This is an optimization exercise on Yosys and OpenROAD, whose aim is small area, a short achievable clock period and few clock cycles, not a production implementation. At most, simulation tests tie the RTL to the original design; equivalence was not proved. Only the layout flow was run in run 8; the RTL was not checked for function there. In every run shown here, the design's own scripts or RTL, not TritonCTS, make the clock network. The flow treats the clock pin as an ideal source. Dropping or thinning the clock tree relies on that and would not hold on a real chip. Power is estimated from default activity; no workload was simulated.

File: flow/design.v
`timescale 1ns / 1ps
module conversion(
	ready,postfix,
	clk,reset,load,infix
);
input clk, reset, load;
input [7:0] infix;
output ready;
output [7:0] postfix;
localparam QN = 29;           
reg       c_dig, c_opn, c_cls, c_hi, c_pa, c_hp;
reg [3:0] nib;
wire [3:0] in_n = infix[3:0];
wire       ld   = load & ~reset;
always @(posedge clk) begin
	c_dig <= ld &  infix[4];
	c_opn <= ld & ~infix[4] & ~in_n[2] & ~in_n[1] & ~in_n[0];           
	c_cls <= ld & ~infix[4] & ~in_n[2] & ~in_n[1] &  in_n[0];           
	c_hi  <= ld & ~infix[4] &  in_n[1] & ~(in_n[0] ^ in_n[2]);          
	c_pa  <= ld & ~infix[4] & ~(in_n[2] & in_n[1]) & in_n[0];           
	c_hp  <= ld & ~infix[4] & (in_n[1] | in_n[0]);                      
	nib   <= in_n;
end
wire iv   = c_dig | c_opn | c_hi | c_pa;
reg  rst_r;
always @(posedge clk) rst_r <= reset;
wire c_lo = c_pa & ~c_cls;
reg        lv, lo, hv, ho;
reg [3:0]  hl, hh;            
reg        p;                 
reg [6:0]  so;                
reg        snd, rdy, hd;
reg [3:0]  h;
reg [3:0]  q [1:QN+1];
wire [3:0] hi_n = {1'b1, ho, 1'b1, ho};
wire [3:0] lo_n = {1'b1, lo, ~lo, 1'b1};
wire       n1   = c_dig | (hv & c_hp) | (lv & c_pa);             
wire       n2   = c_pa & hv & lv;                                
wire [3:0] curv = {lv, lo, hv, ho};
wire       e_nib = ~p & c_dig;
wire       e_hi  = ~p & ~c_dig & hv;
wire       e_lo  = p | (~c_dig & ~hv);
wire       o_nib =  p & c_dig;
wire       o_hi  =  p & ~c_dig & hv;
wire       o_lo  = ~p | (~c_dig & ~hv);
wire [3:0] bus_e = ({4{e_nib}} & nib) | ({4{e_hi}} & hi_n) | ({4{e_lo}} & lo_n);
wire [3:0] bus_o = ({4{o_nib}} & nib) | ({4{o_hi}} & hi_n) | ({4{o_lo}} & lo_n);
wire [3:0] bus_es = c_opn ? curv : bus_e;
wire [3:0] bus_os = c_opn ? curv : bus_o;
wire [3:0] top = ({4{so[1]}} & ~q[29]) | ({4{so[2]}} & q[28]) |
                 ({4{so[3]}} & ~q[27]) | ({4{so[4]}} & q[26]) |
                 ({4{so[5]}} & ~q[25]) | ({4{so[6]}} & q[24]);
reg [15:0] dh;                
integer k;
always @(*)
	for (k = 0; k < 16; k = k + 1) dh[k] = hl[k % 4] & hh[k / 4];
wire [7:0] ds = {1'b0, so};
wire       h0   = hl[0] & hh[0];
wire       more = ~h0;                      
wire       done = snd & ~more & ~hv & ~lv;
wire       inc  = n2 | (n1 & p);
wire rl  = ~snd & inc;
wire rr  = snd & more & ~p;
wire rlh = rl & hl[3];
wire rrh = rr & hl[0];
always @(posedge clk) begin
	hl <= rst_r ? 4'b0001 :
	      ({4{rl}} & {hl[2:0], hl[3]}) | ({4{rr}} & {hl[0], hl[3:1]}) |
	      ({4{~rl & ~rr}} & hl);
	hh <= rst_r ? 4'b0001 :
	      ({4{rlh}} & {hh[2:0], hh[3]}) | ({4{rrh}} & {hh[0], hh[3:1]}) |
	      ({4{~rlh & ~rrh}} & hh);
	p  <= ~rst_r & (p ^ (snd ? (more | done) : (n1 & ~n2)));
end
always @(*) q[QN+1] = 4'b0000;
wire [3:0] bn_e  = {4{~snd}} & ~bus_e;
wire [3:0] bn_o  = {4{~snd}} &  bus_o;
wire [3:0] bn_es = {4{~snd}} & ~bus_es;
wire [3:0] bn_os = {4{~snd}} &  bus_os;
genvar i;
generate for (i = 1; i <= QN; i = i + 1) begin : g_q
	wire we;
	if (i % 2 == 0)
		assign we = (~p & dh[i/2]) | (p & dh[i/2-1]) |
		            ((QN - i < 8) ? (c_opn & ds[(QN - i) % 8]) : 1'b0);
	else
		assign we = dh[i/2] |
		            ((QN - i < 8) ? (c_opn & ds[(QN - i) % 8]) : 1'b0);
	always @(posedge clk)
		if (snd | we)
			q[i] <= ~(({4{snd}} & q[i+1]) | ((i % 2 == 0) ? ((i >= QN - 5) ? bn_es : bn_e)
			                                               : ((i >= QN - 5) ? bn_os : bn_o)));
end endgenerate
always @(posedge clk) begin
	if (rst_r) begin
		so  <= 7'd1;
		snd <= 1'b0;
	end
	else if (snd) begin
		if (done)
			snd <= 1'b0;
	end
	else begin
		if (c_opn)
			so <= {so[5:0], 1'b0};
		else if (c_cls)
			so <= {1'b0, so[6:1]};
		if (iv && !load)
			snd <= 1'b1;
	end
end
wire keep = ~c_opn & ~c_pa & ~c_hi;         
always @(posedge clk) begin
	lv <= ~rst_r & ((snd & lv & (more | hv)) |
	                (~snd & ((c_cls & top[3]) | c_lo | (~c_opn & ~c_cls & lv))));
	lo <= (snd & lo) | (~snd & ((c_cls & top[2]) | (c_lo & nib[2]) | (~c_pa & lo)));
	hv <= ~rst_r & ((snd & hv & more) |
	                (~snd & ((c_cls & top[1]) | c_hi | (keep & hv))));
	ho <= (snd & ho) | (~snd & ((c_cls & top[0]) | (c_hi & nib[2]) | (~c_cls & ~c_hi & ho)));
end
wire t_q   = snd & more;
wire t_hi  = snd & ~more & hv;
wire t_lo  = snd & ~more & ~hv;
wire t_nib = ~snd & h0 & ~p & c_dig;        
wire t_h   = ~snd & ~(h0 & ~p & c_dig);
always @(posedge clk) begin
	h  <= ({4{t_q}} & ~q[1]) | ({4{t_hi}} & hi_n) | ({4{t_lo}} & lo_n) |
	      ({4{t_nib}} & nib) | ({4{t_h}} & h);
	hd <= (t_q & ~(~q[1][3] & (~q[1][2] | ~q[1][1]))) | t_nib | (t_h & hd);
end
always @(posedge clk)
	if (reset | rst_r)     rdy <= 1'b0;
	else if (snd)          rdy <= ~done;
	else if (iv && !load)  rdy <= 1'b1;
assign ready   = rdy;
assign postfix = {3'b001, hd, h};
endmodule
File: flow/flow/run.sh
#!/bin/bash
# Standard ORFS flow, except that the clock tree is built by flow/cts.tcl.
set -euo pipefail
# port buffers: plain buf_2 instead of the delay cell buffer_ports picks
export BUFFER_PORTS_ARGS="-buffer_cell sky130_fd_sc_hd__buf_2"
R=orfs/results/$FLOW_PLATFORM/conversion/base
bash standard.sh place > flow_place.log 2>&1
RES=$R SETUP_MARGIN=2.85 NROOT=4 NLEAF=2 ROOTBUF=sky130_fd_sc_hd__buf_16 LEAFBUF=sky130_fd_sc_hd__buf_12 \
	openroad -exit -no_init -threads $NUM_CORES flow/cts.tcl > flow_cts.log 2>&1
bash standard.sh finish > flow_finish.log 2>&1
File: flow/flow/cts.tcl
# Clock tree step in place of ORFS's TritonCTS: a shallow balanced tree built
# by tree.tcl (NROOT buffers on the clock port, NLEAF leaf buffers under
# each), then the same timing repair and legalisation as ORFS's cts step.
set R $::env(RES)
set margin $::env(SETUP_MARGIN)
read_liberty $::env(FLOW_HOME)/platforms/sky130hd/lib/sky130_fd_sc_hd__tt_025C_1v80.lib
read_db $R/3_place.odb
read_sdc $R/3_place.sdc
source $::env(FLOW_HOME)/platforms/sky130hd/setRC.tcl
set_dont_use [get_lib_cells {sky130_fd_sc_hd__probe_p_8 sky130_fd_sc_hd__probec_p_8 sky130_fd_sc_hd__lpflow_*}]
source [file join [file dirname [info script]] tree.tcl]
build_tree $::env(NROOT) $::env(NLEAF) $::env(ROOTBUF) $::env(LEAFBUF)
detailed_placement
estimate_parasitics -placement
set_propagated_clock [all_clocks]
report_clock_latency
repair_timing -setup_margin $margin -verbose
detailed_placement
check_placement -verbose
estimate_parasitics -placement
report_clock_latency
report_worst_slack -max
report_worst_slack -min
write_db $R/4_1_cts.odb
write_sdc -no_timestamp $R/4_cts.sdc
File: flow/flow/tree.tcl
# One- or two-level clock tree, built by hand: the clock port drives NROOT
# buffers; each drives NLEAF leaf buffers (or, with NLEAF 0, the flip-flops
# directly). Flip-flops are split into equal groups by recursive bisection
# of their locations, alternating x and y, so the leaves see equal loads.
proc bisect { items k axis } {
  if {$k <= 1} { return [list $items] }
  set items [lsort -integer -index $axis $items]
  set n [llength $items]
  set k1 [expr {$k / 2}]
  set n1 [expr {($n * $k1 + $k / 2) / $k}]
  set other [expr {$axis == 1 ? 2 : 1}]
  return [concat [bisect [lrange $items 0 [expr {$n1 - 1}]] $k1 $other] \
                 [bisect [lrange $items $n1 end] [expr {$k - $k1}] $other]]
}

proc centre { items } {
  set sx 0; set sy 0
  foreach s $items { incr sx [lindex $s 1]; incr sy [lindex $s 2] }
  set n [llength $items]
  return [list [expr {$sx / $n}] [expr {$sy / $n}]]
}

proc add_buf { name master innet xy } {
  set block [ord::get_db_block]
  set inst [odb::dbInst_create $block $master $name]
  set net [odb::dbNet_create $block "${name}_net"]
  $net setSigType CLOCK
  [$inst findITerm A] connect $innet
  [$inst findITerm X] connect $net
  $inst setLocation [expr {[lindex $xy 0] - [$master getWidth] / 2}] \
                    [expr {[lindex $xy 1] - [$master getHeight] / 2}]
  $inst setPlacementStatus PLACED
  return $net
}

proc build_tree { nroot nleaf root_master leaf_master } {
  set block [ord::get_db_block]
  set db [ord::get_db]
  set rm [$db findMaster $root_master]
  set lm [$db findMaster $leaf_master]
  set clk [$block findNet clk]
  set sinks {}
  foreach it [$clk getITerms] {
    set box [[$it getInst] getBBox]
    lappend sinks [list $it [expr {([$box xMin] + [$box xMax]) / 2}] [expr {([$box yMin] + [$box yMax]) / 2}]]
  }
  set roots [bisect $sinks $nroot 1]
  set r 0
  foreach rg $roots {
    set rnet [add_buf "clkroot_$r" $rm $clk [centre $rg]]
    if {$nleaf == 0} {
      foreach s $rg { set it [lindex $s 0]; $it disconnect; $it connect $rnet }
      puts "root $r: [llength $rg] sinks"
    } else {
      set l 0
      foreach lg [bisect $rg $nleaf 2] {
        set lnet [add_buf "clkleaf_${r}_$l" $lm $rnet [centre $lg]]
        foreach s $lg { set it [lindex $s 0]; $it disconnect; $it connect $lnet }
        puts "leaf $r $l: [llength $lg] sinks"
        incr l
      }
    }
    incr r
  }
}
File: flow/standard.sh
#!/bin/bash
# synth_recipe.tcl (not shown) runs the flow's synth.tcl, then flattens the netlist and writes it again
# the make line also repeats each setting of config.mk as NAME=value (left out here)
make -C /OpenROAD-flow-scripts/flow DESIGN_CONFIG=/design/flow/config.mk WORK_HOME=/design/flow/orfs CLKGATE_MAP_FILE= SYNTH_SCRIPT=/design/flow/synth_recipe.tcl "${@:-finish}"
File: flow/config.mk
export PLATFORM = sky130hd
export DESIGN_NAME = conversion
export DESIGN_NICKNAME = conversion
export VERILOG_FILES = /design/flow/design.v
export SDC_FILE = /design/flow/constraint.sdc
export NUM_CORES = 4
export LEC_CHECK = 0
export CAP_MARGIN = 20
export CORE_MARGIN = 2
export CORE_UTILIZATION = 40
export SETUP_SLACK_MARGIN = 2.85
export SLEW_MARGIN = 20
File: flow/constraint.sdc
create_clock -name core_clock -period 4.5 [get_ports {clk}]
set_input_delay 0.9000 -clock core_clock [delete_from_list [all_inputs] [get_ports {clk}]]
set_output_delay 0.9000 -clock core_clock [all_outputs]
set_load 0.01 [all_outputs]
==> flow_summary.yaml, run 1 <==
finish:
  nNetsFinal: 589
  diodes: 0
  layout_commonest_cell: "edfxtp_1"
  drive_gt1_share_pct: 17.4
  final_cell_mix: "edfxtp_1, o21ai_0, a21oi_1"
  syn_to_final_growth_pct: 11.4
yosys:
  yosysUniqueCellTypes: 66
  syn_area_per_cell_sq_um: 11.7
  yosysWarningCount: 2
  synth_area_sq_um: 6720
  synth_flop_cell: "edfxtp_1"
  synth_compound_area_share_pct: 19.6
  synth_mux_area_share_pct: 2.20
  ys_seq_area_share_pct: 63.5
  synth_top_area_share_pct: 52.7
  yosysTopAreaCell: "edfxtp_1"
  synth-simple-area-share_pct: 9.05
  yosys-top-cells-area: "edfxtp_1, dfxtp_1, o21ai_0"
  synthArstFlopShare_pct: 0
  synth_top_family_by_area: "compound AO/OA/AOI/OAI gates"
  synth-edff-count: 118
  synth_fa_ha_area_share_pct: 0
  synthXorXnorAreaFrac_pct: 0.130
  synthCells: 576
  ys_ff_latch: 154
global_route:
  grt_pass1_vias: 4552
  grt_pass1_wl_um: 25600
  grt_usage_pct: 17.7
  antenna_found_initial: 0
  grt_max_degree: 75
  grt_overflow: 0
run_status:
  status: "timing/DRC/antenna clean"
critical_path:
  critical_path.max_fanout: 12
  endpoint_kind: "flop"
  start_kind: "flop"
  cp.arrival_ps: 1510
  crit_type: "flop to flop"
  required_ps: 4360
  r2r_setup_slack_ps: 2850
timing:
  slew-limit-headroom_pct: 45.7
  skew_ps: 11.0
  layout_setup_ws_ps: 2850
  rsz0062_at_grt: "true"
  drv_slew: 0
  max_freq_mhz: 608
  finalCritPeriodShare_pct: 36.6
  finalSetupViolCount: 0
  finalHoldViolations: 0
  tns_ps: 0
  period_needed_ps: 1650
  worst_slew_pin_slew_ps: 813
route:
  firstDrtPassIters: 5
  antenna_left: 0
  dr.first_iter.drc_count: 535
  drc_errors: 0
  vias: 4657
  vias_per_cell: 5.85
  routedWlPerCell_um: 20.4
  routed_wl_um: 16300
place:
  place_congestion: 0.875
  dp_hpwl_um: 10000
  place.port_buffers: 13
  place_ws_ps: 2070
floorplan:
  floorplan.initialDensity_pct: 40.7
  die_w_um: 134
  die_area_sq_um: 17900
  fp.dieH_um: 134
  io_pins: 20
  rows: 47
  core_area_sq_um: 16500
cts:
  clk_pin_slew_worst_paths_ps: 80
  clk_latency_ps: 230
hold_path:
  hp-class: "flop to flop"
power_and_ir_drop:
  total_power_uw: 3150
  power_density_nw_per_um2: 421
  max-vdd-ir-drop_v: 0.000177
  leakagePower_uw: 0.00256
run:
  drv_cap: 0
[synthesized netlist by cell type, types with 3 or more instances]
library cell  instances
nand2_1              58
a2bb2oi_1             4
a211oi_1              7
dfxtp_1              36
o211ai_1              3
clkbuf_1             20
mux2i_1               8
buf_2                19
nor2_1               20
a22oi_1               3
nor3_1                9
inv_1                14
nor2b_1               3
o22ai_1               6
mux2_2                6
buf_6                 3
edfxtp_1            118
a31oi_1               4
buf_4                10
o21ai_0              74
a21o_1                3
o221ai_1              3
o31ai_1               3
a21oi_1              61
nand3_1              15
a221oi_1              6
a221o_1               6
and3_1                5
[through the flow]
stage / hold slack (ps) / area (sq um) / instances / utilization (%)
floorplan: 457 / 6720 / 577 / -
global placement: 495 / 6790 / 758 / 41.1
detailed placement: 524 / 6790 / 758 / 41.1
global route: 558 / 7480 / 796 / 45.3
finish: 536 / 7480 / 796 / 45.3
[area by class of cell]
| class | instances | area (sq um) |
|---|---|---|
| flip-flops and latches | 154 | 4280 |
| inverters | 15 | 67.6 |
| fillers | 1468 | 9040 |
| well taps | 220 | 275 |
| plain buffers | 12 | 270 |
| multi-input cells | 352 | 2200 |
| repair buffers | 43 | 388 |
[cells by family (layout without fill, tap and decap cells)]
| logic type | after synthesis | count (layout) |
|---|---|---|
| AO/OA/AOI/OAI | 206 | 207 |
| buffers and inverters | 72 | 70 |
| AND/OR/NAND/NOR | 127 | 127 |
| XOR/XNOR | 1 | 1 |
| other | 2 | 3 |
| multiplexers | 14 | 14 |
| flip-flops | 154 | 154 |
[flip-flops by register name, indices dropped and copies added (netlist names), 4 cells and up, named ones only]
register  count
nib           4
q           116
h             4
so            7
hh            4
hl            4
[routing by layer]
metal	up-vias	GRT usage (%)	share of wire [%]
met2	139	28.6	47
li1	2148	-	-
met5	-	0	0
met4	0	5.38	3.0
met1	2341	26.0	46
met3	29	0.913	4.1
[critical path, cell delays in order (launching register included)]
cell and delay [ps]:
dfxtp_1 620, nand2_1 160, o22ai_1 500
[power by group]
group          total (uW)  internal [uW]  switching (uW)
Clock                 894            479             415
Combinational         513            216             297
Sequential           1740           1680            60.0
[worst paths after layout]
| path | start | endpoint | depth (start not counted) |
|---|---|---|---|
| worst max register to register | hl[3] | q[16][3] | 2 |
| worst max-delay path | hl[3] | q[16][3] | 2 |
| worst min register to register | hd | hd | 2 |
| worst min-delay path | hd | hd | 2 |
Testbench counts, summed over its fixed seeds: cycles 5,210.
==> run 2, diff against run 1 <==
--- a/flow/flow/run.sh
+++ b/flow/flow/run.sh
@@ -6,5 +6,5 @@
 R=orfs/results/$FLOW_PLATFORM/conversion/base
 bash standard.sh place > flow_place.log 2>&1
-RES=$R SETUP_MARGIN=2.85 NROOT=4 NLEAF=2 ROOTBUF=sky130_fd_sc_hd__buf_16 LEAFBUF=sky130_fd_sc_hd__buf_12 \
+RES=$R SETUP_MARGIN=2.9 NROOT=4 NLEAF=2 ROOTBUF=sky130_fd_sc_hd__buf_16 LEAFBUF=sky130_fd_sc_hd__buf_16 \
 	openroad -exit -no_init -threads $NUM_CORES flow/cts.tcl > flow_cts.log 2>&1
 bash standard.sh finish > flow_finish.log 2>&1
--- a/flow/config.mk
+++ b/flow/config.mk
@@ -9,4 +9,4 @@
 export CORE_MARGIN = 2
 export CORE_UTILIZATION = 40
-export SETUP_SLACK_MARGIN = 2.85
+export SETUP_SLACK_MARGIN = 2.75
 export SLEW_MARGIN = 20
==> flow_summary.yaml, run 2 <==
run_status:
  status: "timing/DRC/antenna clean"
route:
  routed_wl_um: 16300
  drc_errors: 0
  vias: 4666
  firstDrtPassIters: 5
  vias_per_cell: 5.91
  dr.first_iter.drc_count: 474
  routedWlPerCell_um: 20.6
  antenna_left: 0
floorplan:
  fp.dieH_um: 134
  die_area_sq_um: 17900
  rows: 47
  core_area_sq_um: 16500
  floorplan.initialDensity_pct: 40.7
  io_pins: 20
  die_w_um: 134
timing:
  max_freq_mhz: 606
  finalSetupViolCount: 0
  drv_slew: 0
  period_needed_ps: 1650
  rsz0062_at_grt: "true"
  tns_ps: 0
  finalHoldViolations: 0
  finalCritPeriodShare_pct: 36.7
  worst_slew_pin_slew_ps: 802
  slew-limit-headroom_pct: 46.4
  skew_ps: 16.0
yosys:
  synth_common_cells: "edfxtp_1, o21ai_0, a21oi_1"
  yosysTopAreaCell: "edfxtp_1"
  yosys-top-cells-area: "edfxtp_1, dfxtp_1, o21ai_0"
  synth-edff-count: 118
  ys_ff_latch: 154
  synth_mux_area_share_pct: 2.20
  yosysMostFrequentCell: "edfxtp_1"
  syn_area_per_cell_sq_um: 11.7
  synth_top_area_share_pct: 52.7
  ys_seq_area_share_pct: 63.5
  synthCells: 576
  synth_flop_cell: "edfxtp_1"
  synthXorXnorAreaFrac_pct: 0.130
  synth_compound_area_share_pct: 19.6
  yosysUniqueCellTypes: 66
  yosysWarningCount: 2
  synthArstFlopShare_pct: 0
  synth_fa_ha_area_share_pct: 0
  synth_area_sq_um: 6720
  synth_top_family_by_area: "compound AO/OA/AOI/OAI gates"
  synth-simple-area-share_pct: 9.05
cts:
  clk_latency_ps: 250
  clk_pin_slew_worst_paths_ps: 80
finish:
  syn_to_final_growth_pct: 11.5
  diodes: 0
  layout_commonest_cell: "edfxtp_1"
  largest_register_ffs: 116
  top_register: "q"
  regArea_sq_um: 4280
  drive_gt1_share_pct: 16.3
  final_area_sq_um: 7490
  finalCoreUtilization_pct: 45.3
  nNetsFinal: 583
  final_cell_mix: "edfxtp_1, o21ai_0, a21oi_1"
  nFillCells: 1475
  reg_top3: "q: 116 flops, so: 7 flops"
  multi_input_area_sq_um: 2210
global_route:
  grt_pass1_wl_um: 26200
  antenna_found_initial: 0
  grt_overflow: 0
  grt_usage_pct: 18.2
  grt_max_degree: 54
  grt_pass1_vias: 4642
critical_path:
  start_kind: "flop"
  r2r_setup_slack_ps: 2850
  required_ps: 4630
  critical_path.max_fanout: 6
  endpoint_kind: "flop"
  r2r_cells: 5
  regToRegStartpoint: "snd"
  crit_type: "flop to flop"
  timing.rr.end: "hv"
  cp.arrival_ps: 1780
power_and_ir_drop:
  leakagePower_uw: 0.00256
  power_density_nw_per_um2: 437
  max-vdd-ir-drop_v: 0.000202
place:
  place_area_sq_um: 6790
  place.port_buffers: 13
  dp_hpwl_um: 10000
  place_congestion: 0.875
run:
  drv_cap: 0
hold_path:
  hold-path-cell-count: 2
  hp-class: "flop to flop"
  holdPathEnd: "h[2]"
  hp-start: "h[2]"
run 2: power breakdown:
group / total [uW] / internal [uW] / leakage, uW / switching, uW
Clock: 1040 / 593 / 0.000152 / 442
Sequential: 1740 / 1680 / 0.00137 / 59.8
Combinational: 498 / 205 / 0.00104 / 293
run 2: final cells by class:
class | count | area share, %
inverters | 15 | 0.819
repair buffers | 37 | 4.44
multi-input cells | 352 | 29.5
plain buffers | 12 | 4.41
flip-flops and latches | 154 | 57.2
well taps | 220 | 3.68
run 2: cell families (layout without fill, tap and decap cells):
| family | Yosys count | count (layout) |
|---|---|---|
| multiplexers | 14 | 14 |
| XOR/XNOR | 1 | 1 |
| flip-flops | 154 | 154 |
| AO/OA/AOI/OAI | 206 | 207 |
| other | 2 | 3 |
| buffers and inverters | 72 | 64 |
| AND/OR/NAND/NOR | 127 | 127 |
run 2: worst max path at each step:
stage               cells past startpoint  start  slack [ps]  endpoint
floorplan                               5    snd        2960  q[16][0]
global placement                        5    snd        2120     hh[1]
detailed placement                      5    snd        2070     hl[2]
global route                            5      p        2750  q[25][2]
finish                                  5    snd        2850        hv
run 2: metrics by stage:
stage          setup slack, ps  power, uW  hold slack, ps  instances
6_report                  2850       3280             537        790
5_1_grt                   2750       3400             558        790
3_5_place_dp              2070       2170             524        758
3_3_place_gp              2120       2160             495        758
2_1_floorplan             2960       2050             457        577
run 2: critical path: stages, from the launching register on:
cell and delay, ps:
dfxtp_4 440, buf_4 160, a21boi_0 340, o21ai_0 190
nor2b_1 160, a221oi_1 260
run 2: routing by layer:
layer / vias up / global-route usage [%] / part of all wire [%] / wire length, um
met1: 2357 / 26.4 / 45 / 7310
met3: 27 / 1.14 / 4.8 / 783
li1: 2135 / - / - / -
met4: 0 / 5.85 / 2.9 / 478
met2: 147 / 29.4 / 47 / 7700
met5: - / 0 / 0 / 0
==> run 3, diff against run 2 <==
--- a/flow/flow/run.sh
+++ b/flow/flow/run.sh
@@ -6,5 +6,5 @@
 R=orfs/results/$FLOW_PLATFORM/conversion/base
 bash standard.sh place > flow_place.log 2>&1
-RES=$R SETUP_MARGIN=2.9 NROOT=4 NLEAF=2 ROOTBUF=sky130_fd_sc_hd__buf_16 LEAFBUF=sky130_fd_sc_hd__buf_16 \
+RES=$R SETUP_MARGIN=2.85 NROOT=4 NLEAF=2 ROOTBUF=sky130_fd_sc_hd__buf_16 LEAFBUF=sky130_fd_sc_hd__buf_16 \
 	openroad -exit -no_init -threads $NUM_CORES flow/cts.tcl > flow_cts.log 2>&1
 bash standard.sh finish > flow_finish.log 2>&1
--- a/flow/config.mk
+++ b/flow/config.mk
@@ -9,4 +9,4 @@
 export CORE_MARGIN = 2
 export CORE_UTILIZATION = 40
-export SETUP_SLACK_MARGIN = 2.75
+export SETUP_SLACK_MARGIN = 2.9
 export SLEW_MARGIN = 20
==> flow_summary.yaml, run 3 <==
timing:
  max_freq_mhz: 603
  finalCritPeriodShare_pct: 36.9
  tns_ps: 0
  skew_ps: 11.3
  finalSetupViolCount: 0
  period_needed_ps: 1660
  finalHoldViolations: 0
  worst_slew_pin_slew_ps: 807
  drv_slew: 0
  rsz0062_at_grt: "true"
  slew-limit-headroom_pct: 46.1
route:
  wl_met2_um: 7990
  routedWlPerCell_um: 20.6
  dr.first_iter.drc_count: 542
  routed_wl_um: 16500
  antenna_left: 0
  met1_length_um: 7280
  firstDrtPassIters: 6
  topRoutingLayerUsed: "met4"
  met3_length_um: 880
  vias: 4709
  drc_errors: 0
  vias_per_cell: 5.86
cts:
  clk_latency_ps: 240
  clk_pin_slew_worst_paths_ps: 80
yosys:
  yosysMostFrequentCell: "edfxtp_1"
  synthArstFlopShare_pct: 0
  synth-edff-count: 118
  ys_ff_latch: 154
  ys_seq_area_share_pct: 63.5
  yosysUniqueCellTypes: 66
  synth_area_sq_um: 6720
  synth_common_cells: "edfxtp_1, o21ai_0, a21oi_1"
  yosysWarningCount: 2
  synth_flop_cell: "edfxtp_1"
  yosysTopAreaCell: "edfxtp_1"
  syn_area_per_cell_sq_um: 11.7
  synth_top_area_share_pct: 52.7
  yosys-top-cells-area: "edfxtp_1, dfxtp_1, o21ai_0"
  synthCells: 576
place:
  dp_hpwl_um: 10000
  dp_cells: 758
  place.port_buffers: 13
  place_area_sq_um: 6790
  place_congestion: 0.875
critical_path:
  crit_type: "flop to flop"
  start_kind: "flop"
  critical_path.max_fanout: 6
  required_ps: 4480
  endpoint_kind: "flop"
  cp.arrival_ps: 1640
finish:
  syn_to_final_growth_pct: 15.2
  regArea_sq_um: 4290
  layout_commonest_cell: "edfxtp_1"
  nNetsFinal: 596
  final_area_sq_um: 7740
  instances_no_fill: 803
  drive_gt1_share_pct: 21.3
  reg_top3: "q: 116 flops, so: 7 flops"
  multi_input_area_sq_um: 2270
  top_register: "q"
  largest_register_ffs: 116
  diodes: 0
  final_cell_mix: "edfxtp_1, o21ai_0, nand2_1"
  nFillCells: 1447
floorplan:
  fp.dieH_um: 134
  die_area_sq_um: 17900
  rows: 47
  io_pins: 20
  floorplan.initialDensity_pct: 40.7
  core_area_sq_um: 16500
  die_w_um: 134
run:
  drv_cap: 0
global_route:
  grt_max_degree: 75
  grt_pass1_wl_um: 25500
  grt_usage_pct: 17.6
  antenna_found_initial: 0
  grt_pass1_vias: 4568
  grt_overflow: 0
power_and_ir_drop:
  power_density_nw_per_um2: 435
  max-vdd-ir-drop_v: 0.000201
  total_power_uw: 3360
  leakagePower_uw: 0.00265
run_status:
  status: "timing/DRC/antenna clean"
hold_path:
  hp-class: "flop to flop"
-- run 3: cell counts after synthesis --
Identical to the previous run, type by type.
-- run 3: through the flow --
step / hold slack [ps] / utilization (%) / worst slack [ps]
6_report: 543 / 46.8 / 2840
5_1_grt: 555 / 46.8 / 2760
3_5_place_dp: 524 / 41.1 / 2070
3_3_place_gp: 495 / 41.1 / 2120
2_1_floorplan: 457 / - / 2960
-- run 3: routing by layer --
layer	vias to the layer above	global-route usage [%]
met2	168	28.6
met3	25	0.875
li1	2159	-
met1	2357	25.9
met4	0	5.14
met5	-	0
-- run 3: report_power, final --
| part | internal (uW) | switching, uW | total [uW] |
|---|---|---|---|
| combinational | 261 | 313 | 574 |
| clock | 593 | 443 | 1040 |
| sequential | 1690 | 66.8 | 1750 |
-- run 3: cell type report --
class	count	share of cell area (%)
Buffer	12	4.27
Inverter	15	0.873
Multi-Input combinational cell	352	29.3
Sequential cell	154	55.4
Tap cell	220	3.56
Timing Repair Buffer	50	6.52
-- run 3: path summary, 6_finish.rpt --
kind / startpoint / to / slack [ps] / depth (start not counted)
worst max-delay path: p / q[21][2] / 2840 / 6
worst min-delay path: q[21][3] / q[20][3] / 540 / 1
worst max register to register: p / q[21][2] / 2840 / 6
worst min register to register: q[21][3] / q[20][3] / 540 / 1
-- run 3: critical path, cell delays in order (launching register included) --
cell,delay [ps]
dfxtp_4,390
buf_6,120
clkinvlp_4,150
a21o_1,230
a21oi_4,260
clkbuf_16,210
a21oi_1,40
-- run 3: logic make-up after synthesis --
kind of cell,Yosys count,synth area share [%]
other,2,0.112
XOR/XNOR,1,0.130
AO/OA/AOI/OAI,206,19.6
buffers and inverters,72,5.46
AND/OR/NAND/NOR,127,9.05
flip-flops,154,63.5
multiplexers,14,2.20
==> run 4, diff against run 3 <==
--- a/flow/config.mk
+++ b/flow/config.mk
@@ -9,4 +9,4 @@
 export CORE_MARGIN = 2
 export CORE_UTILIZATION = 40
-export SETUP_SLACK_MARGIN = 2.9
+export SETUP_SLACK_MARGIN = 2.85
 export SLEW_MARGIN = 20
==> flow_summary.yaml, run 4 <==
run_status:
  status: "timing/DRC/antenna clean"
timing:
  slew-limit-headroom_pct: 44.7
  finalSetupViolCount: 0
  rsz0062_at_grt: "true"
  finalCritPeriodShare_pct: 36.1
  tns_ps: 0
  period_needed_ps: 1620
  drv_slew: 0
  skew_ps: 17.5
  worst_slew_pin_slew_ps: 828
  max_freq_mhz: 616
  finalHoldViolations: 0
global_route:
  grt_usage_pct: 17.6
  grt_pass1_vias: 4568
  grt_pass1_wl_um: 25500
  grt_overflow: 0
  grt_max_degree: 75
  antenna_found_initial: 0
route:
  firstDrtPassIters: 5
  routedWlPerCell_um: 20.5
  routed_wl_um: 16300
  vias: 4674
  vias_per_cell: 5.87
  dr.first_iter.drc_count: 517
  drc_errors: 0
  antenna_left: 0
place:
  place.port_buffers: 13
  place_congestion: 0.875
  dp_hpwl_um: 10000
critical_path:
  endpoint_kind: "flop"
  start_kind: "flop"
  critical_path.max_fanout: 7
  cp.arrival_ps: 1590
  crit_type: "flop to flop"
  required_ps: 4470
finish:
  reg_top3: "q: 116 flops, so: 7 flops"
  layout_commonest_cell: "edfxtp_1"
  top_register: "q"
  drive_gt1_share_pct: 17.4
  largest_register_ffs: 116
  nNetsFinal: 589
  final_cell_mix: "edfxtp_1, o21ai_0, a21oi_1"
  syn_to_final_growth_pct: 12.3
  diodes: 0
  finalCoreUtilization_pct: 45.7
floorplan:
  die_area_sq_um: 17900
  io_pins: 20
  fp.dieH_um: 134
  core_area_sq_um: 16500
  die_w_um: 134
  floorplan.initialDensity_pct: 40.7
  rows: 47
yosys:
  syn_area_per_cell_sq_um: 11.7
  yosysMostFrequentCell: "edfxtp_1"
  synth_flop_cell: "edfxtp_1"
  synth_area_sq_um: 6720
  yosysTopAreaCell: "edfxtp_1"
  synth_common_cells: "edfxtp_1, o21ai_0, a21oi_1"
  synth-edff-count: 118
  yosys-top-cells-area: "edfxtp_1, dfxtp_1, o21ai_0"
  synthCells: 576
  synthArstFlopShare_pct: 0
  yosysWarningCount: 2
  yosysUniqueCellTypes: 66
  ys_ff_latch: 154
  synth_top_area_share_pct: 52.7
  ys_seq_area_share_pct: 63.5
power_and_ir_drop:
  p_sw_share_pct: 24.4
  p_seq_share_pct: 52.9
  clockPowerShare_pct: 31.5
  power.share.combinational_pct: 15.6
  max-vdd-ir-drop_v: 0.000203
  leakagePower_uw: 0.00259
  power_density_nw_per_um2: 437
  switchingPower_uw: 803
  p_int_uw: 2490
hold_path:
  hp-class: "flop to flop"
run:
  drv_cap: 0
cts:
  clk_latency_ps: 250
  clk_pin_slew_worst_paths_ps: 80
==> run 4: cell count changes in the layout (fill, tap and decap cells not counted), moves of 4 or more <==
cell     change
a21oi_1      +8
o21ai_0      +4
buf_6        -7
buf_4        -5
dfxtp_1      +6
a21oi_2      -7
buf_2        +6
dfxtp_2      -6
o21ai_1      -4
==> run 4: cell type report <==
cell class	instances	area, sq um
Tap cell	220	275
Buffer	12	330
Fill cell	1459	8980
Inverter	15	67.6
Multi-Input combinational cell	352	2200
Sequential cell	154	4280
Timing Repair Buffer	43	388
==> run 4: per-layer routing <==
layer / track usage [%] / part of all wire, %
met1: 25.9 / 45
met2: 28.6 / 47
met3: 0.875 / 4.7
met4: 5.14 / 3.0
met5: 0 / 0
==> run 4: stage by stage <==
step,std cells,setup WS [ps],hold WS (ps),total power (uW),cell area [sq um]
floorplan,577,2960,457,2050,6720
global placement,758,2120,495,2160,6790
detailed placement,758,2070,524,2170,6790
global route,796,2790,558,3410,7540
finish,796,2880,537,3290,7540
==> run 4: kinds of logic after synthesis <==
family,synth area share (%)
and+or+nand+nor,9.05
muxes,2.20
DFF,63.5
other,0.112
buffers and inverters,5.46
AOI/OAI and AO/OA,19.6
xor gates and xnor gates,0.130
==> run 4: worst max-delay path, cell delays in order (launching register included) <==
cell and delay (ps):
edfxtp_1 420, nand2b_4 170, mux2i_4 340, a21o_4 280, o221ai_1 140
==> run 4: power groups by stage <==
stage | Clock [uW] | Sequential (uW) | Combinational [uW]
2_1_floorplan | 0 | 1750 | 302
3_3_place_gp | 0 | 1780 | 382
3_5_place_dp | 0 | 1780 | 391
5_1_grt | 1100 | 1750 | 561
6_report | 1040 | 1740 | 513
==> run 4: final timing paths <==
path,startpoint,to,slack [ps],depth (start not counted)
max,flop,q[24][0],2880,4
min,so[0],so[0],540,2
max reg2reg,flop,q[24][0],2880,4
min reg2reg,so[0],so[0],540,2
==> run 5, diff against run 4 <==
--- a/flow/config.mk
+++ b/flow/config.mk
@@ -9,4 +9,5 @@
 export CORE_MARGIN = 2
 export CORE_UTILIZATION = 40
+export GPL_TIMING_DRIVEN = 0
 export SETUP_SLACK_MARGIN = 2.85
 export SLEW_MARGIN = 20
==> flow_summary.yaml, run 5 <==
run_status:
  status: "timing/DRC/antenna clean"
power_and_ir_drop:
  power_density_nw_per_um2: 430
  clockPowerShare_pct: 31.9
  p_int_uw: 2480
  leakagePower_uw: 0.00267
  power.share.combinational_pct: 15.6
  p_sw_share_pct: 24.5
  p_seq_share_pct: 52.5
  total_power_uw: 3290
  max-vdd-ir-drop_v: 0.000205
  switchingPower_uw: 805
place:
  dp_hpwl_um: 11800
  place_congestion: 0.898
  place_ws_ps: 2430
  place.port_buffers: 13
  place_area_sq_um: 7060
cts:
  clk_latency_ps: 250
  clk_pin_slew_worst_paths_ps: 80
timing:
  finalSetupViolCount: 0
  layout_setup_ws_ps: 2820
  drv_slew: 0
  rsz0062_at_grt: "true"
  skew_ps: 15.6
  finalCritPeriodShare_pct: 37.3
  finalHoldViolations: 0
  slew-limit-headroom_pct: 58.5
  max_freq_mhz: 596
  tns_ps: 0
  period_needed_ps: 1680
  worst_slew_pin_slew_ps: 618
yosys:
  synth_area_sq_um: 6720
  ys_ff_latch: 154
  yosysWarningCount: 2
  yosysUniqueCellTypes: 66
  synth_flop_cell: "edfxtp_1"
  synth_common_cells: "edfxtp_1, o21ai_0, a21oi_1"
  synthArstFlopShare_pct: 0
  yosys-top-cells-area: "edfxtp_1, dfxtp_1, o21ai_0"
  yosysMostFrequentCell: "edfxtp_1"
  yosysTopAreaCell: "edfxtp_1"
  syn_area_per_cell_sq_um: 11.7
  ys_seq_area_share_pct: 63.5
  synth-edff-count: 118
  synth_top_area_share_pct: 52.7
  synthCells: 576
hold_path:
  hp-class: "flop to flop"
critical_path:
  endpoint_kind: "output port"
  cpMostUsedCell: "buf_6"
  start_kind: "flop"
  crit_chain: "buf_6 -> buf_6"
  max_stage_delay_ps: 330
  cp.arrival_ps: 780
  slowest_stage: "dfxtp_2"
  worst-path-buf-inv: 2
  required_ps: 3600
  cpLargestDelayFamily: "flip-flops"
  critical_path.max_fanout: 2
  crit_type: "flop to output port"
finish:
  layout_commonest_cell: "edfxtp_1"
  syn_to_final_growth_pct: 14.0
  top_register: "q"
  reg_top3: "q: 116 flops, so: 7 flops"
  largest_register_ffs: 116
  final_area_sq_um: 7660
  diodes: 0
  finalCoreUtilization_pct: 46.3
  nNetsFinal: 622
  final_cell_mix: "edfxtp_1, o21ai_0, a21oi_1"
  drive_gt1_share_pct: 19.4
  nFillCells: 1504
floorplan:
  die_w_um: 134
  core_area_sq_um: 16500
  rows: 47
  io_pins: 20
  floorplan.initialDensity_pct: 40.7
  fp.dieH_um: 134
  die_area_sq_um: 17900
route:
  firstDrtPassIters: 5
  routed_wl_um: 16800
  vias: 4813
  dr.first_iter.drc_count: 430
  routedWlPerCell_um: 20.2
  drc_errors: 0
  vias_per_cell: 5.81
  antenna_left: 0
global_route:
  grt_pass1_vias: 4716
  grt_usage_pct: 18.8
  grt_overflow: 0
  grt_pass1_wl_um: 26700
  grt_max_degree: 21
  antenna_found_initial: 0
run:
  drv_cap: 0
[run 5: cell types whose count changed in the layout (fill, tap and decap cells not counted), sizes merged]
cell	change
a21o	-1
buf	+13
clkbuf	+21
[run 5: final timing paths]
| path | start | endpoint | slack, ps | depth (start not counted) |
|---|---|---|---|---|
| worst max-delay path | hd | postfix[4] | 2820 | 2 |
| worst min-delay path | so[0] | so[0] | 520 | 2 |
| worst max register to register | so[2] | hv | 2840 | 4 |
| worst min register to register | so[0] | so[0] | 520 | 2 |
[run 5: area by class of cell]
class                      instances  area [sq um]  share of cell area, %
sequential                       154          4270                   55.8
multi-input combinational        351          2200                   28.8
buffer                            69           721                   9.41
tap                              220           275                   3.59
timing repair buffer              20           124                   1.62
inverter                          15          62.6                  0.817
[run 5: power by group through the flow]
stage | clock (uW) | combinational, uW | sequential, uW
2_1_floorplan | 0 | 302 | 1750
3_3_place_gp | 0 | 436 | 1750
3_5_place_dp | 0 | 446 | 1760
5_1_grt | 1120 | 560 | 1740
6_report | 1050 | 513 | 1730
[run 5: per-layer routing]
metal	vias up	share of wire, %	routed length (um)	GRT usage, %
met5	-	0	0	0
met4	0	3.7	619	5.91
met3	40	5.5	925	1.56
met2	179	46	7790	30.3
met1	2387	44	7440	27.2
li1	2207	-	-	-
[run 5: cells by family after synthesis]
group	Yosys count	share of synthesized area, %
AND/OR/NAND/NOR	127	9.05
flip-flops	154	63.5
other	2	0.112
multiplexers	14	2.20
XOR/XNOR	1	0.130
buffers and inverters	72	5.46
AO/OA/AOI/OAI	206	19.6
[run 5: tightest hold or removal path, cell delays in order (launching register included)]
cell     delay, ps
dfxtp_1        350
inv_1           60
o21ai_0         70
[run 5: per-stage QoR]
| stage | hold slack [ps] | cells |
|---|---|---|
| 6_report | 516 | 829 |
| 5_1_grt | 553 | 829 |
| 3_5_place_dp | 503 | 810 |
| 3_3_place_gp | 477 | 810 |
| 2_1_floorplan | 457 | 577 |
==> run 6, diff against run 5 <==
--- a/flow/config.mk
+++ b/flow/config.mk
@@ -9,5 +9,5 @@
 export CORE_MARGIN = 2
 export CORE_UTILIZATION = 40
-export GPL_TIMING_DRIVEN = 0
+export GPL_ROUTABILITY_DRIVEN = 0
 export SETUP_SLACK_MARGIN = 2.85
 export SLEW_MARGIN = 20
==> flow_summary.yaml, run 6 <==
timing:
  skew_ps: 17.5
  rsz0062_at_grt: "true"
  tns_ps: 0
  layout_setup_ws_ps: 2880
  finalCritPeriodShare_pct: 36.1
  drv_slew: 0
  period_needed_ps: 1620
  finalSetupViolCount: 0
  worst_slew_pin_slew_ps: 828
  max_freq_mhz: 616
  finalHoldViolations: 0
  slew-limit-headroom_pct: 44.7
floorplan:
  die_area_sq_um: 17900
  rows: 47
  floorplan.initialDensity_pct: 40.7
  core_area_sq_um: 16500
  io_pins: 20
  fp.dieH_um: 134
  die_w_um: 134
yosys:
  synth_common_cells: "edfxtp_1, o21ai_0, a21oi_1"
  ys_seq_area_share_pct: 63.5
  yosysMostFrequentCell: "edfxtp_1"
  yosys-top-cells-area: "edfxtp_1, dfxtp_1, o21ai_0"
  syn_area_per_cell_sq_um: 11.7
  synth_area_sq_um: 6720
  synthArstFlopShare_pct: 0
  ys_ff_latch: 154
  yosysTopAreaCell: "edfxtp_1"
  yosysUniqueCellTypes: 66
  synth-edff-count: 118
  synth_top_area_share_pct: 52.7
  yosysWarningCount: 2
  synth_flop_cell: "edfxtp_1"
  synthCells: 576
hold_path:
  hold-path-cell-count: 2
  hp-start: "so[0]"
  hp-class: "flop to flop"
  holdPathEnd: "so[0]"
global_route:
  antenna_found_initial: 0
  grt_pass1_vias: 4568
  grt_pass1_wl_um: 25500
  grt_usage_pct: 17.6
  grt_max_degree: 75
  grt_overflow: 0
route:
  antenna_left: 0
  firstDrtPassIters: 5
  vias: 4674
  dr.first_iter.drc_count: 517
  vias_per_cell: 5.87
  drc_errors: 0
  routed_wl_um: 16300
  routedWlPerCell_um: 20.5
critical_path:
  cp.arrival_ps: 1590
  start_kind: "flop"
  r2r_cells: 4
  crit_type: "flop to flop"
  r2r_setup_slack_ps: 2880
  timing.rr.end: "q[24][0]"
  endpoint_kind: "flop"
  critical_path.max_fanout: 7
  required_ps: 4470
cts:
  clk_latency_ps: 250
  clk_pin_slew_worst_paths_ps: 80
power_and_ir_drop:
  power_density_nw_per_um2: 437
  switchingPower_uw: 803
  p_seq_share_pct: 52.9
  power.share.combinational_pct: 15.6
  clockPowerShare_pct: 31.5
  leakagePower_uw: 0.00259
  p_int_uw: 2490
  total_power_uw: 3290
  max-vdd-ir-drop_v: 0.000203
  p_sw_share_pct: 24.4
finish:
  reg_top3: "q: 116 flops, so: 7 flops"
  nFillCells: 1459
  syn_to_final_growth_pct: 12.3
  top_register: "q"
  final_cell_mix: "edfxtp_1, o21ai_0, a21oi_1"
  diodes: 0
  layout_commonest_cell: "edfxtp_1"
  largest_register_ffs: 116
  nNetsFinal: 589
  finalCoreUtilization_pct: 45.7
  drive_gt1_share_pct: 17.4
place:
  place.port_buffers: 13
  place_ws_ps: 2070
  dp_hpwl_um: 10000
run_status:
  status: "timing/DRC/antenna clean"
run:
  drv_cap: 0
==> run 6: cell counts after synthesis <==
Identical to the previous run, type by type.
==> run 6: worst max path at each step <==
stage | start | to | slack [ps] | cells after the start
after global routing | snd | p | 2790 | 5
after global placement | snd | hh[1] | 2120 | 5
after detailed placement | snd | hl[2] | 2070 | 5
after floorplan | snd | q[16][0] | 2960 | 5
final | flop | q[24][0] | 2880 | 4
==> run 6: critical path, cell delays in order (launching register included) <==
cell	delay [ps]
edfxtp_1	420
nand2b_4	170
mux2i_4	340
a21o_4	280
o221ai_1	140
==> run 6: power by group through the flow <==
stage	clock network [uW]	registers (uW)	logic, uW
finish	1040	1740	513
global route	1100	1750	561
detailed placement	0	1780	391
global placement	0	1780	382
floorplan	0	1750	302
==> run 6: kinds of logic (layout without fill, tap and decap cells) <==
family                 Yosys count  count (layout)  synth area share, %
AO/OA/AOI/OAI                  206             207                 19.6
buffers and inverters           72              70                 5.46
flip-flops                     154             154                 63.5
other                            2               3                0.112
multiplexers                    14              14                 2.20
XOR/XNOR                         1               1                0.130
AND/OR/NAND/NOR                127             127                 9.05
==> run 6: area by class of cell <==
| type | instances | area (sq um) | area share [%] |
|---|---|---|---|
| Multi-Input combinational cell | 352 | 2200 | 29.2 |
| Timing Repair Buffer | 43 | 388 | 5.14 |
| Inverter | 15 | 67.6 | 0.896 |
| Sequential cell | 154 | 4280 | 56.7 |
| Buffer | 12 | 330 | 4.38 |
| Tap cell | 220 | 275 | 3.65 |
==> run 6: layer usage <==
layer / track usage [%] / vias up / routed length [um]
met3: 0.875 / 30 / 771
met4: 5.14 / 0 / 487
li1: - / 2143 / -
met2: 28.6 / 158 / 7670
met5: 0 / - / 0
met1: 25.9 / 2343 / 7360
==> run 6: stage by stage <==
step	area, sq um	hold WS [ps]	cells
floorplan	6720	457	577
global placement	6790	495	758
detailed placement	6790	524	758
global route	7540	558	796
finish	7540	537	796
==> run 7, diff against run 6 <==
--- a/flow/config.mk
+++ b/flow/config.mk
@@ -8,6 +8,5 @@
 export CAP_MARGIN = 20
 export CORE_MARGIN = 2
-export CORE_UTILIZATION = 40
-export GPL_ROUTABILITY_DRIVEN = 0
+export CORE_UTILIZATION = 33
 export SETUP_SLACK_MARGIN = 2.85
 export SLEW_MARGIN = 20
==> flow_summary.yaml, run 7 <==
run_status:
  status: "timing/DRC/antenna clean"
yosys:
  synth_area_sq_um: 6720
  synth_common_cells: "edfxtp_1, o21ai_0, a21oi_1"
  synth_top_area_share_pct: 52.7
  synthArstFlopShare_pct: 0
  ys_ff_latch: 154
  synth_flop_cell: "edfxtp_1"
  ys_seq_area_share_pct: 63.5
  synth_top_family_by_area: "compound AO/OA/AOI/OAI gates"
  yosysTopAreaCell: "edfxtp_1"
  synth-simple-area-share_pct: 9.05
  synth_mux_area_share_pct: 2.20
  synth_fa_ha_area_share_pct: 0
  yosysWarningCount: 2
  yosys-top-cells-area: "edfxtp_1, dfxtp_1, o21ai_0"
  synthXorXnorAreaFrac_pct: 0.130
  yosysUniqueCellTypes: 66
  syn_area_per_cell_sq_um: 11.7
  synth-edff-count: 118
  yosysMostFrequentCell: "edfxtp_1"
  synthCells: 576
  synth_compound_area_share_pct: 19.6
critical_path:
  timing.rr.end: "q[12][0]"
  cpLargestDelayFamily: "flip-flops"
  start_kind: "flop"
  r2r_setup_slack_ps: 2870
  crit_chain: "clkinvlp_4 -> mux2i_4 -> a21o_4 -> o21ai_0"
  slowest_stage: "dfxtp_4"
  required_ps: 4470
  r2r_cells: 4
  endpoint_kind: "flop"
  crit_type: "flop to flop"
  critical_path.max_fanout: 7
  cp.arrival_ps: 1610
  worst-path-buf-inv: 1
  regToRegStartpoint: "c_dig"
  max_stage_delay_ps: 420
global_route:
  grt_usage_pct: 14.8
  grt_max_degree: 49
  antenna_found_initial: 0
  grt_pass1_vias: 4485
  grt_overflow: 0
  grt_pass1_wl_um: 25800
floorplan:
  die_area_sq_um: 21500
  fp.dieH_um: 147
  io_pins: 20
  core_area_sq_um: 20100
  rows: 52
  floorplan.initialDensity_pct: 33.4
  die_w_um: 147
timing:
  tns_ps: 0
  finalCritPeriodShare_pct: 36.3
  finalSetupViolCount: 0
  skew_ps: 10.1
  rsz0062_at_grt: "true"
  drv_slew: 0
  max_freq_mhz: 612
  worst_slew_pin_slew_ps: 813
  slew-limit-headroom_pct: 45.7
  period_needed_ps: 1630
  finalHoldViolations: 0
route:
  vias: 4727
  firstDrtPassIters: 6
  antenna_left: 0
  routedWlPerCell_um: 19.2
  drc_errors: 0
  routed_wl_um: 16100
  vias_per_cell: 5.63
  dr.first_iter.drc_count: 584
finish:
  instances_no_fill: 839
  reg_top3: "q: 116 flops, so: 7 flops"
  layout_commonest_cell: "edfxtp_1"
  top_register: "q"
  final_cell_mix: "edfxtp_1, o21ai_0, a21oi_1"
  largest_register_ffs: 116
  drive_gt1_share_pct: 16.5
  diodes: 0
  nNetsFinal: 582
  nFillCells: 1913
  syn_to_final_growth_pct: 12.8
run:
  drv_cap: 0
place:
  dp_cells: 807
  place_congestion: 0.902
  place.port_buffers: 13
  dp_hpwl_um: 9940
power_and_ir_drop:
  p_sw_share_pct: 24.4
  power_density_nw_per_um2: 432
  leakagePower_uw: 0.00255
  p_seq_share_pct: 53.3
  switchingPower_uw: 799
  clockPowerShare_pct: 31.9
  p_int_uw: 2470
  power.share.combinational_pct: 14.8
  max-vdd-ir-drop_v: 0.000244
  total_power_uw: 3270
cts:
  clk_pin_slew_worst_paths_ps: 90
  clk_latency_ps: 240
hold_path:
  hp-class: "flop to flop"
  holdPathEnd: "hd"
  hold-path-cell-count: 2
  hp-start: "hd"
## run 7: cells by family after synthesis
logic type             count (synthesis)
AO/OA/AOI/OAI                        206
flip-flops                           154
AND/OR/NAND/NOR                      127
buffers and inverters                 72
multiplexers                          14
other                                  2
XOR/XNOR                               1
## run 7: metrics by stage
stage	cell area (sq um)	setup WS (ps)	utilization (%)	hold WS, ps
after detailed placement	6850	2090	34.1	525
after global placement	6850	2130	34.1	505
after global routing	7580	2810	37.7	552
after floorplan	6720	2960	-	457
final	7580	2870	37.7	529
## run 7: cell type report
cell class                      instances  area [sq um]  area share [%]
Tap cell                              270           338            4.46
Multi-Input combinational cell        352          2220            29.3
Buffer                                 12           330            4.36
Sequential cell                       154          4280            56.5
Inverter                               15          65.1           0.859
Timing Repair Buffer                   36           339            4.48
## run 7: power groups by stage
stage	registers (uW)	clock network, uW	logic [uW]
6_report	1740	1040	484
5_1_grt	1750	1120	529
3_5_place_dp	1780	0	388
3_3_place_gp	1780	0	378
2_1_floorplan	1750	0	302
## run 7: per-layer routing
layer	track usage, %	vias up	routed length, um
met5	0	-	0
met4	3.50	0	397
met3	1.68	30	1170
met2	23.2	213	7520
met1	21.9	2347	7050
li1	-	2137	-
## run 7: how the worst max path moves through the flow
stage | from | to | slack, ps | depth (start not counted)
global placement | p | q[1][2] | 2130 | 4
floorplan | snd | q[16][0] | 2960 | 5
global route | c_dig | q[12][0] | 2810 | 4
finish | c_dig | q[12][0] | 2870 | 4
detailed placement | p | q[5][2] | 2090 | 4
## run 7: worst reg2reg max path, cell delays in order, from the launching register on
cell,delay (ps)
dfxtp_4,420
clkinvlp_4,170
mux2i_4,370
a21o_4,280
o21ai_0,130
==> run 8, diff against run 7 <==
--- a/flow/design.v
+++ b/flow/design.v
@@ -12,5 +12,5 @@
 reg [3:0] nib;
 wire [3:0] in_n = infix[3:0];
-wire       ld   = load & ~reset;
+wire       ld   = load;           
 always @(posedge clk) begin
 	c_dig <= ld &  infix[4];
--- a/flow/config.mk
+++ b/flow/config.mk
@@ -8,5 +8,5 @@
 export CAP_MARGIN = 20
 export CORE_MARGIN = 2
-export CORE_UTILIZATION = 33
+export CORE_UTILIZATION = 40
 export SETUP_SLACK_MARGIN = 2.85
 export SLEW_MARGIN = 20
==> flow_summary.yaml, run 8 <==
run_status:
  status: "timing/DRC/antenna clean"
route:
  vias: 4638
  routedWlPerCell_um: 20.6
  vias_per_cell: 5.94
  dr.first_iter.drc_count: 580
  routed_wl_um: 16100
  antenna_left: 0
  drc_errors: 0
  firstDrtPassIters: 6
timing:
  finalCritPeriodShare_pct: 38.4
  finalHoldViolations: 0
  max_freq_mhz: 578
  layout_setup_ws_ps: 2770
  slew-limit-headroom_pct: 42.8
  skew_ps: 10.2
  rsz0062_at_grt: "true"
  worst_slew_pin_slew_ps: 857
  period_needed_ps: 1730
  drv_slew: 0
  finalSetupViolCount: 0
  tns_ps: 0
place:
  place_ws_ps: 2030
  dp_hpwl_um: 9910
  place.port_buffers: 13
  place_area_sq_um: 6750
  place_congestion: 0.895
yosys:
  yosys-top-cells-area: "edfxtp_1, dfxtp_1, o21ai_0"
  ys_seq_area_share_pct: 63.7
  synthCells: 575
  ys_ff_latch: 154
  synth_mux_area_share_pct: 2.21
  synth-simple-area-share_pct: 8.64
  synth_fa_ha_area_share_pct: 0
  synth_top_area_share_pct: 53.0
  synth-edff-count: 118
  syn_area_per_cell_sq_um: 11.6
  synth_top_family_by_area: "compound AO/OA/AOI/OAI gates"
  synth_common_cells: "edfxtp_1, o21ai_0, a21oi_1"
  synth_compound_area_share_pct: 19.6
  synth_flop_cell: "edfxtp_1"
  synthXorXnorAreaFrac_pct: 0.131
  yosysTopAreaCell: "edfxtp_1"
  yosysMostFrequentCell: "edfxtp_1"
  synth_area_sq_um: 6690
  synthArstFlopShare_pct: 0
  yosysWarningCount: 2
  yosysUniqueCellTypes: 64
critical_path:
  r2r_cells: 4
  timing.rr.end: "q[24][0]"
  crit_type: "flop to flop"
  cp.arrival_ps: 1700
  r2r_setup_slack_ps: 2770
  critical_path.max_fanout: 7
  start_kind: "flop"
  endpoint_kind: "flop"
  required_ps: 4470
cts:
  clk_pin_slew_worst_paths_ps: 80
  clk_latency_ps: 240
finish:
  drive_gt1_share_pct: 16.2
  syn_to_final_growth_pct: 11.4
  final_area_sq_um: 7450
  final_cell_mix: "edfxtp_1, o21ai_0, a21oi_1"
  layout_commonest_cell: "edfxtp_1"
  largest_register_ffs: 116
  diodes: 0
  nFillCells: 1554
  nNetsFinal: 574
  top_register: "q"
  reg_top3: "q: 116 flops, so: 7 flops"
floorplan:
  rows: 47
  floorplan.initialDensity_pct: 40.6
  core_area_sq_um: 16500
  fp.dieH_um: 133
  die_w_um: 133
  io_pins: 20
  die_area_sq_um: 17800
global_route:
  antenna_found_initial: 0
  grt_usage_pct: 18.1
  grt_max_degree: 60
  grt_pass1_wl_um: 25600
  grt_pass1_vias: 4596
  grt_overflow: 0
power_and_ir_drop:
  total_power_uw: 3380
  max-vdd-ir-drop_v: 0.000259
  leakagePower_uw: 0.00250
  power_density_nw_per_um2: 453
hold_path:
  hp-start: "hd"
  hp-class: "flop to flop"
  holdPathEnd: "hd"
  hold-path-cell-count: 2
run:
  drv_cap: 0
## run 8: changes by cell type after synthesis, sizes merged, moves of 2 or more
cell and change:
a22o -2, a22oi +4, a2bb2oi -2, and3 -2, nor2 -2, o211ai +3
## run 8: worst max path at each step
stage	slack (ps)	start	depth (start not counted)	end
after floorplan	2970	snd	5	q[16][0]
after global placement	2110	p	4	q[9][2]
after detailed placement	2030	p	4	q[17][2]
after global routing	2760	flop	4	q[24][0]
final	2770	flop	4	q[24][0]
## run 8: kinds of logic after synthesis
| family | Yosys count |
|---|---|
| buffers and inverters | 72 |
| multiplexers | 14 |
| XOR/XNOR | 1 |
| flip-flops | 154 |
| other | 2 |
| AND/OR/NAND/NOR | 125 |
| AO/OA/AOI/OAI | 207 |
## run 8: where the power goes
group	total (uW)	internal (uW)	switching [uW]	leakage, uW
logic	539	208	331	0.000957
registers	1810	1720	83.4	0.00139
clock network	1030	593	438	0.000152
total	3380	2520	852	0.00250
## run 8: critical path: stages, from the launching register on
cell and delay [ps]:
edfxtp_1 450, nand2b_4 180, mux2i_4 380, a21o_4 290, o221ai_1 150
## run 8: layout make-up
type	count	area (sq um)	area share, %
Buffer	12	330	4.43
Multi-Input combinational cell	351	2210	29.7
Tap cell	220	275	3.69
Timing Repair Buffer	29	285	3.83
Inverter	15	67.6	0.906
Sequential cell	154	4280	57.4
## run 8: routing by layer
metal | up-vias | part of all wire [%] | track usage (%)
met3 | 37 | 4.8 | 1.10
met2 | 159 | 48 | 30.3
met5 | - | 0 | 0
met1 | 2319 | 44 | 25.6
li1 | 2123 | - | -
met4 | 0 | 3.0 | 4.96
## run 8: through the flow
| stage | hold slack, ps | util (%) | std cells |
|---|---|---|---|
| 2_1_floorplan | 457 | - | 576 |
| 3_3_place_gp | 497 | 41.0 | 756 |
| 3_5_place_dp | 515 | 41.0 | 756 |
| 5_1_grt | 555 | 45.3 | 781 |
| 6_report | 531 | 45.3 | 781 |
==> run 9, diff against run 8 <==
--- a/flow/design.v
+++ b/flow/design.v
@@ -12,5 +12,5 @@
 reg [3:0] nib;
 wire [3:0] in_n = infix[3:0];
-wire       ld   = load;           
+wire       ld   = load & ~reset;
 always @(posedge clk) begin
 	c_dig <= ld &  infix[4];
--- a/flow/config.mk
+++ b/flow/config.mk
@@ -6,7 +6,7 @@
 export NUM_CORES = 4
 export LEC_CHECK = 0
-export CAP_MARGIN = 20
+export CAP_MARGIN = 0
 export CORE_MARGIN = 2
 export CORE_UTILIZATION = 40
 export SETUP_SLACK_MARGIN = 2.85
-export SLEW_MARGIN = 20
+export SLEW_MARGIN = 0
==> flow_summary.yaml, run 9 <==
timing:
  period_needed_ps: 1620
  finalSetupViolCount: 0
  holdWs_ps: 537
  finalHoldViolations: 0
  drv_slew: 0
  tns_ps: 0
  worst_slew_pin_slew_ps: 828
  skew_ps: 17.5
  finalCritPeriodShare_pct: 36.1
  rsz0062_at_grt: "true"
  slew-limit-headroom_pct: 44.7
  max_freq_mhz: 616
critical_path:
  endpoint_kind: "flop"
  r2r_cells: 4
  crit_cells: 4
  crit_type: "flop to flop"
  start_kind: "flop"
  r2r_setup_slack_ps: 2880
  cp.arrival_ps: 1590
  critical_path.max_fanout: 7
  crit_chain: "nand2b_4 -> mux2i_4 -> a21o_4 -> o221ai_1"
  required_ps: 4470
  worst-path-buf-inv: 0
  max_stage_delay_ps: 420
  cpLargestDelayFamily: "compound AO/OA/AOI/OAI gates"
  timing.rr.end: "q[24][0]"
  slowest_stage: "edfxtp_1"
finish:
  reg_top3: "q: 116 flops, so: 7 flops"
  drive_gt1_share_pct: 17.4
  finalCoreUtilization_pct: 45.7
  top_register: "q"
  final_cell_mix: "edfxtp_1, o21ai_0, a21oi_1"
  nNetsFinal: 589
  syn_to_final_growth_pct: 12.3
  layout_commonest_cell: "edfxtp_1"
  largest_register_ffs: 116
  instances_no_fill: 796
  diodes: 0
  nFillCells: 1459
power_and_ir_drop:
  max-vdd-ir-drop_v: 0.000203
  power_density_nw_per_um2: 437
  p_int_uw: 2490
  p_sw_share_pct: 24.4
  p_seq_share_pct: 52.9
  switchingPower_uw: 803
  leakagePower_uw: 0.00259
  power.share.combinational_pct: 15.6
  clockPowerShare_pct: 31.5
floorplan:
  floorplan.initialDensity_pct: 40.7
  core_area_sq_um: 16500
  rows: 47
  io_pins: 20
  fp.dieH_um: 134
  die_area_sq_um: 17900
  die_w_um: 134
run_status:
  status: "timing/DRC/antenna clean"
cts:
  clk_pin_slew_worst_paths_ps: 80
  clk_latency_ps: 250
yosys:
  synth-edff-count: 118
  ys_seq_area_share_pct: 63.5
  yosysTopAreaCell: "edfxtp_1"
  yosysUniqueCellTypes: 66
  syn_area_per_cell_sq_um: 11.7
  synth_area_sq_um: 6720
  yosysWarningCount: 2
  yosysMostFrequentCell: "edfxtp_1"
  yosys-top-cells-area: "edfxtp_1, dfxtp_1, o21ai_0"
  synth_common_cells: "edfxtp_1, o21ai_0, a21oi_1"
  synth_flop_cell: "edfxtp_1"
  synthCells: 576
  synth_top_area_share_pct: 52.7
  ys_ff_latch: 154
  synthArstFlopShare_pct: 0
route:
  antenna_left: 0
  dr.first_iter.drc_count: 517
  vias: 4674
  firstDrtPassIters: 5
  routed_wl_um: 16300
  vias_per_cell: 5.87
  routedWlPerCell_um: 20.5
  drc_errors: 0
place:
  place.port_buffers: 13
  place_congestion: 0.875
  dp_hpwl_um: 10000
  dp_cells: 758
hold_path:
  holdPathEnd: "so[0]"
  hp-class: "flop to flop"
  hp-start: "so[0]"
  hold-path-cell-count: 2
global_route:
  grt_pass1_vias: 4568
  antenna_found_initial: 0
  grt_max_degree: 75
  grt_usage_pct: 17.6
  grt_overflow: 0
  grt_pass1_wl_um: 25500
run:
  drv_cap: 0
-- run 9: worst max-delay path by stage --
stage          start        to  slack [ps]
2_1_floorplan    snd  q[16][0]        2960
3_3_place_gp     snd     hh[1]        2120
3_5_place_dp     snd     hl[2]        2070
5_1_grt          snd         p        2790
6_report        flop  q[24][0]        2880
-- run 9: tightest hold or removal path: cells and delay by family (launching register included) --
family / cells / cell delay [ps]
flops: 1 / 350
buf+inv: 1 / 60
compound gates: 1 / 80
-- run 9: through the flow --
step	cell area [sq um]	power, uW	worst slack (ps)
finish	7540	3290	2880
global route	7540	3410	2790
detailed placement	6790	2170	2070
global placement	6790	2160	2120
floorplan	6720	2050	2960
-- run 9: cells by family after synthesis --
| family | after synthesis | share of synthesized area, % |
|---|---|---|
| mux | 14 | 2.20 |
| buf+inv | 72 | 5.46 |
| compound gates | 206 | 19.6 |
| simple gates | 127 | 9.05 |
| flops | 154 | 63.5 |
| xor+xnor | 1 | 0.130 |
| other cells | 2 | 0.112 |
-- run 9: metal layers --
metal / routed length [um] / track usage [%] / up-vias
li1: - / - / 2143
met1: 7360 / 25.9 / 2343
met2: 7670 / 28.6 / 158
met3: 771 / 0.875 / 30
met4: 487 / 5.14 / 0
met5: 0 / 0 / -
-- run 9: final cells by class --
cell class | instances | area, sq um | area share (%)
Timing Repair Buffer | 43 | 388 | 5.14
Buffer | 12 | 330 | 4.38
Inverter | 15 | 67.6 | 0.896
Sequential cell | 154 | 4280 | 56.7
Tap cell | 220 | 275 | 3.65
Multi-Input combinational cell | 352 | 2200 | 29.2
-- run 9: power groups by stage --
stage	sequential (uW)	combinational (uW)	clock, uW
after global routing	1750	561	1100
after global placement	1780	382	0
after floorplan	1750	302	0
after detailed placement	1780	391	0
final	1740	513	1040
Testbench counts of run 9, summed over its fixed seeds: cycles 5,210.

[port drivers added, routing unchanged]
The flow's constraints put no driver on any port. The routed layouts listed below were extracted and timed again, unchanged, in two steps. Step 1, drivers: a clkbuf_16 drives clk and a buf_2 each remaining input, both assumed. Step 2 times the ports against the registers' clock, not the clock port: input delays grow and output delays shrink by t, the midpoint of the rising clock arrivals with the driver on. Slacks: no drivers / after step 1 / after step 2; pairs: no drivers / after step 1.
run	shift t [ns]	slack for setup (ns)	worst hold slack (ns)	latest minus earliest clock arrival (ns)
run 1	0.335	2.855 / 2.793 / 2.731	0.536 / 0.536 / 0.536	0.013 / 0.013
run 2	0.350	2.849 / 2.781 / 2.727	0.537 / 0.537 / 0.537	0.019 / 0.019
run 3	0.346	2.842 / 2.798 / 2.842	0.543 / 0.543 / 0.543	0.012 / 0.012
run 4	0.349	2.878 / 2.783 / 2.726	0.537 / 0.537 / 0.537	0.019 / 0.019
run 5	0.352	2.823 / 2.710 / 2.739	0.516 / 0.516 / 0.516	0.016 / 0.017
run 6	0.349	2.878 / 2.783 / 2.726	0.537 / 0.537 / 0.537	0.019 / 0.019
run 7	0.349	2.866 / 2.777 / 2.734	0.529 / 0.529 / 0.529	0.010 / 0.010
run 8	0.349	2.771 / 2.771 / 2.771	0.531 / 0.531 / 0.531	0.010 / 0.011
run 9	0.349	2.878 / 2.783 / 2.726	0.537 / 0.537 / 0.537	0.019 / 0.019
After both steps setup and hold are still met in every run listed.
